Source: an optimization exercise on an open RTL-to-GDS flow (aim: a short achievable clock period and few clock cycles). Production flows keep margins and buffers that such runs may drop. In this exercise RTL edits were held to simulation tests only and were not proved equivalent to the original.

==> flow/design.v <==
`timescale 1ns / 1ps
module div_steps #(parameter LO = 0, parameter HI = 32) (
    input  [31:0] a,           
    input  [31:0] b,           
    input  [31:0] rem_in,      
    output [31:0] rem_out,     
    output [31:0] q            
    );
    wire [31:0] rem [LO:HI];
    assign rem[LO] = rem_in;
    genvar k;
    generate
        for (k = LO + 1; k <= HI; k = k + 1) begin : st
            wire [k-1:0] trial;
            if (k == 1) begin : t1
                assign trial = a[31];
            end else begin : tk
                assign trial = {rem[k-1][k-2:0], a[32-k]};
            end
            wire hi_zero;
            if (k == 32) begin : hz32
                assign hi_zero = 1'b1;
            end else begin : hzk
                assign hi_zero = ~|b[31:k];
            end
            wire [k:0] diff = {1'b0, trial} - {1'b0, b[k-1:0]};
            wire qk = hi_zero & ~diff[k];
            assign q[32-k] = qk;
            if (k == 32) begin : r32
                assign rem[k] = qk ? diff[k-1:0] : trial;
            end else begin : rk
                assign rem[k] = {{(32-k){1'b0}}, (qk ? diff[k-1:0] : trial)};
            end
        end
        for (k = 0; k < 32; k = k + 1) begin : qz
            if (k > 31 - LO || k < 32 - HI) begin : z
                assign q[k] = 1'b0;
            end
        end
    endgenerate
    assign rem_out = rem[HI];
endmodule
`timescale 1ns / 1ps
module minisys_core(
    input                          clk,
    input                          rst,           
    output [14 - 1:0]      imem_addr,     
    input  [32 - 1:0]      imem_rdata,    
    output [14 - 1:0]      dmem_addr,     
    output [32 - 1:0]      dmem_wdata,    
    output                         dmem_we,       
    input  [32 - 1:0]      dmem_rdata,    
    input  [16 - 1:0]       switches,      
    output [32 - 1:0]      leds,          
    output                         halted         
    );
    localparam DIV_S1 = 8;    
    localparam DIV_S2 = 21;   
    reg  [31:0] pc;
    reg  [31:0] rf [1:31];
    reg         st_q;           
    reg  [13:0] maddr_q;        
    reg  [31:0] wdata_q;
    reg  [31:0] leds_q;
    reg         x_v, x_ld, y_v, y_ld;
    reg  [4:0]  x_rd, y_rd;
    reg         ldio_q;         
    reg  [31:0] ldr;            
    reg  [31:0] da_a, da_b, da_rem, da_q;
    reg  [31:0] db_a, db_b, db_rem, db_q;
    reg         da_neg, da_bz, db_neg, db_bz;
    assign imem_addr  = pc[15:2];
    wire   at_halt    = (pc == 32'h0000_3f00);
    assign halted     = at_halt & ~st_q;    
    assign dmem_addr  = maddr_q;
    assign dmem_wdata = wdata_q;
    assign dmem_we    = st_q & ~rst;
    assign leds       = leds_q;
    wire [31:0] ld_data = ldio_q ? {16'h0000, switches} : dmem_rdata;
    wire        x_isld = x_v & x_ld;
    wire [31:0] q2, rem2;
    div_steps #(.LO(DIV_S1), .HI(DIV_S2)) dv2 (
        .a(da_a), .b(da_b), .rem_in(da_rem), .rem_out(rem2), .q(q2));
    wire [31:0] q3;
    wire [31:0] rem3_unused;
    div_steps #(.LO(DIV_S2), .HI(32)) dv3 (
        .a(db_a), .b(db_b), .rem_in(db_rem), .rem_out(rem3_unused), .q(q3));
    wire [31:0] dv_qmag = db_q | q3;
    wire [31:0] dv_res  = db_bz ? 32'hFFFF_FFFF : (db_neg ? (~dv_qmag + 32'd1) : dv_qmag);
    wire        late_we   = y_v & (y_rd != 5'd0);
    wire [31:0] late_data = y_ld ? ldr : dv_res;
    wire [31:0] ins = imem_rdata;
    wire [5:0]  op  = ins[31:26];
    wire [4:0]  rs  = ins[25:21];
    wire [4:0]  rt  = ins[20:16];
    wire [4:0]  rd  = ins[15:11];
    wire [4:0]  sh  = ins[10:6];
    wire [5:0]  fn  = ins[5:0];
    wire [15:0] imm = ins[15:0];
    wire r_fmt  = (op == 6'h00);
    wire i_alu  = (op[5:3] == 3'b001);
    wire is_lw  = (op == 6'h23);
    wire is_sw  = (op == 6'h2b);
    wire is_beq = (op == 6'h04);
    wire is_bne = (op == 6'h05);
    wire is_j   = (op == 6'h02);
    wire is_jal = (op == 6'h03);
    wire is_jr  = r_fmt & (fn == 6'h08);
    wire is_div = r_fmt & (fn[5:1] == 5'b10111);
    wire is_lui = (op == 6'h0f);
    wire rd_rs = ~(is_j | is_jal | is_lui);
    wire rd_rt = r_fmt | is_sw | is_beq | is_bne;
    function [31:0] rdreg(input [4:0] r);
        begin
            if (r == 5'd0)
                rdreg = 32'd0;
            else if (x_isld && x_rd == r)
                rdreg = ld_data;
            else if (y_v && y_ld && y_rd == r)
                rdreg = ldr;
            else
                rdreg = rf[r];
        end
    endfunction
    wire [31:0] va = rdreg(rs);
    wire [31:0] vb = rdreg(rt);
    wire hazard = (x_v && !x_ld && (x_rd != 5'd0) &&
                   ((rd_rs && rs == x_rd) || (rd_rt && rt == x_rd))) ||
                  (y_v && !y_ld && (y_rd != 5'd0) &&
                   ((rd_rs && rs == y_rd) || (rd_rt && rt == y_rd)));
    wire run = ~at_halt & ~hazard;
    wire [31:0] simm = {{16{imm[15]}}, imm};
    wire [31:0] zimm = {16'h0000, imm};
    wire [31:0] pc4  = pc + 32'd4;
    wire [31:0] sum  = va + (r_fmt ? vb : simm);
    wire [31:0] dif  = va - vb;
    wire        slt_s = ($signed(va) < $signed(r_fmt ? vb : simm));
    wire        slt_u = (va < (r_fmt ? vb : simm));
    wire [4:0]  samt = fn[2] ? va[4:0] : sh;
    wire [31:0] shl  = vb << samt;
    wire [31:0] shr  = vb >> samt;
    wire [31:0] sra  = $signed(vb) >>> samt;
    wire [31:0] prod = va * vb;
    reg  [31:0] res;
    reg         wr;
    reg  [4:0]  wreg;
    always @* begin
        res  = 32'd0;
        wr   = 1'b0;
        wreg = rd;
        if (r_fmt) begin
            wr = 1'b1;
            case (fn)
                6'h00:        res = shl;
                6'h02:        res = shr;
                6'h03:        res = sra;
                6'h04:        res = shl;
                6'h06:        res = shr;
                6'h07:        res = sra;
                6'h20, 6'h21: res = sum;
                6'h22, 6'h23: res = dif;
                6'h24:        res = va & vb;
                6'h25:        res = va | vb;
                6'h26:        res = va ^ vb;
                6'h27:        res = ~(va | vb);
                6'h2a:        res = {31'd0, slt_s};
                6'h2b:        res = {31'd0, slt_u};
                6'h2c, 6'h2d: res = prod;
                default:      wr  = 1'b0;     
            endcase
        end else if (i_alu) begin
            wr   = 1'b1;
            wreg = rt;
            case (op[2:0])
                3'd0, 3'd1: res = sum;
                3'd2:       res = {31'd0, slt_s};
                3'd3:       res = {31'd0, slt_u};
                3'd4:       res = va & zimm;
                3'd5:       res = va | zimm;
                3'd6:       res = va ^ zimm;
                default:    res = {imm, 16'h0000};
            endcase
        end else if (is_jal) begin
            wr   = 1'b1;
            wreg = 5'd31;
            res  = pc4;
        end
    end
    wire [31:0] maddr = va + simm;
    wire        mio   = (maddr[31:10] == 22'h3FFFFF);
    wire        taken = (is_beq & (va == vb)) | (is_bne & (va != vb));
    wire [31:0] npc   = taken          ? pc4 + {simm[29:0], 2'b00} :
                        (is_j | is_jal) ? {pc[31:28], ins[25:0], 2'b00} :
                        is_jr          ? va : pc4;
    wire        dsg   = (fn[0] == 1'b0);       
    wire        a_neg = dsg & va[31];
    wire        b_neg = dsg & vb[31];
    wire [31:0] a_mag = a_neg ? (~va + 32'd1) : va;
    wire [31:0] b_mag = b_neg ? (~vb + 32'd1) : vb;
    wire [31:0] rem1, q1;
    div_steps #(.LO(0), .HI(DIV_S1)) dv1 (
        .a(a_mag), .b(b_mag), .rem_in(32'd0), .rem_out(rem1), .q(q1));
    integer i;
    always @(posedge clk) begin
        if (rst) begin
            pc        <= 32'd0;
            st_q      <= 1'b0;
            x_v       <= 1'b0;
            y_v       <= 1'b0;
            x_ld      <= 1'b0;
            y_ld      <= 1'b0;
            x_rd      <= 5'd0;
            y_rd      <= 5'd0;
            ldio_q    <= 1'b0;
            leds_q    <= 32'd0;
            for (i = 1; i < 32; i = i + 1)
                rf[i] <= 32'd0;
        end else begin
            for (i = 1; i < 32; i = i + 1) begin
                if (run && wr && wreg == i)
                    rf[i] <= res;
                else if (late_we && y_rd == i)
                    rf[i] <= late_data;
            end
            st_q   <= run & is_sw & ~mio;
            x_v    <= run & (is_lw | is_div);
            x_ld   <= is_lw;
            x_rd   <= is_lw ? rt : rd;
            ldio_q <= mio;
            y_v    <= x_v & ~(run && wr && wreg == x_rd);
            y_ld   <= x_ld;
            y_rd   <= x_rd;
            maddr_q <= maddr[15:2];
            wdata_q <= vb;
            if (run & is_sw & mio)
                leds_q <= vb;
            if (run)
                pc <= npc;
        end
    end
    always @(posedge clk) begin
        ldr    <= ld_data;
        da_a   <= a_mag;
        da_b   <= b_mag;
        da_rem <= rem1;
        da_q   <= q1;
        da_neg <= a_neg ^ b_neg;
        da_bz  <= (vb == 32'd0);
        db_a   <= da_a;
        db_b   <= da_b;
        db_rem <= rem2;
        db_q   <= da_q | q2;
        db_neg <= da_neg;
        db_bz  <= da_bz;
    end
endmodule
Settings: LEC_CHECK=0, CAP_MARGIN=20, CELL_PAD_IN_SITES_DETAIL_PLACEMENT=1, CELL_PAD_IN_SITES_GLOBAL_PLACEMENT=2, CORE_MARGIN=2, CORE_UTILIZATION=22, PLACE_DENSITY=0.45, SLEW_MARGIN=20; clock period 150.0 ns.
standard.sh (not shown) runs the stock make flow with config.mk's settings and CLKGATE_MAP_FILE= SYNTH_SCRIPT=/design/flow/synth_recipe.tcl, a recipe that flattens the netlist after the stock synthesis.
==> flow/flow/run.sh <==
#!/bin/bash
# Standard layout, with two changes aimed at the one path from an input to an output
# (rst -> dmem_we, which the synchronous reset makes combinational):
#  * the io placer keeps the rst and dmem_we pins together;
#  * repair_timing is asked for a large setup margin, so that path (the only one whose
#    slack is below the margin) is sized and buffered for speed. All other paths have
#    far more slack than the margin and are left alone.
set -euo pipefail
bash standard.sh \
  SETUP_SLACK_MARGIN=89.75 \
  "PLACE_PINS_ARGS=-group_pins {rst dmem_we}" \
  finish > standard.log 2>&1
Testbench counts at the start, summed over its fixed seeds: cycles 64,953.
Rerun with:
==> flow/run.sh (new file) <==
#!/bin/bash
# synth_recipe.tcl (not shown) runs the flow's synth.tcl, then flattens the netlist and writes it again
# the make line also repeats each setting of config.mk as NAME=value (left out here)
make -C /OpenROAD-flow-scripts/flow DESIGN_CONFIG=/design/flow/config.mk WORK_HOME=/design/flow/orfs CLKGATE_MAP_FILE= SYNTH_SCRIPT=/design/flow/synth_recipe.tcl finish
CELL_PAD_IN_SITES_DETAIL_PLACEMENT = unset   (was 1)
CELL_PAD_IN_SITES_GLOBAL_PLACEMENT = unset   (was 2)
CORE_UTILIZATION = 33   (was 22)
PLACE_DENSITY = 0.42   (was 0.45)
removed: flow/flow/run.sh
removed: flow/standard.sh
The changed run finished clean.
Wire length decreases by about a fifth.
Die area came out lower by a quarter to a third.
Worst setup slack got worse by 670 ps.
Final area came out lower by a few percent.
Cell count decreases by roughly a tenth.
First-iteration DRC count rises by well over a third.
Critical path depth is unchanged.
Register-to-register slack improved by 940 ps.

static timing again, ports no longer ideal:
In the flow no input, the clock included, has a driving cell. The finished layouts below were timed again as built, in two steps. Step 1 sets driving cells, clkbuf_16 on the clock port and buf_2 on the other inputs (assumed; they add their load-dependent delay and slew). Step 2, shift: input delay + t, output delay - t, t = (earliest + latest rising clock arrival at the registers) / 2. This alone moves slack from input paths to output paths. a / b / c = no drivers / after step 1 / after step 2; a / b = the first two.
run	t (ns)	setup WS [ns]	worst register clock-pin slew, ns
the first run	1.101	89.696 / 89.636 / 89.636	0.08 / 0.08
the second run	1.040	89.023 / 88.975 / 88.975	0.07 / 0.07
After both steps setup and hold are still met in every run listed. The setup slack of the first run, which loses most, moves by -0.060 ns with the drivers and by -0.060 ns with both steps.
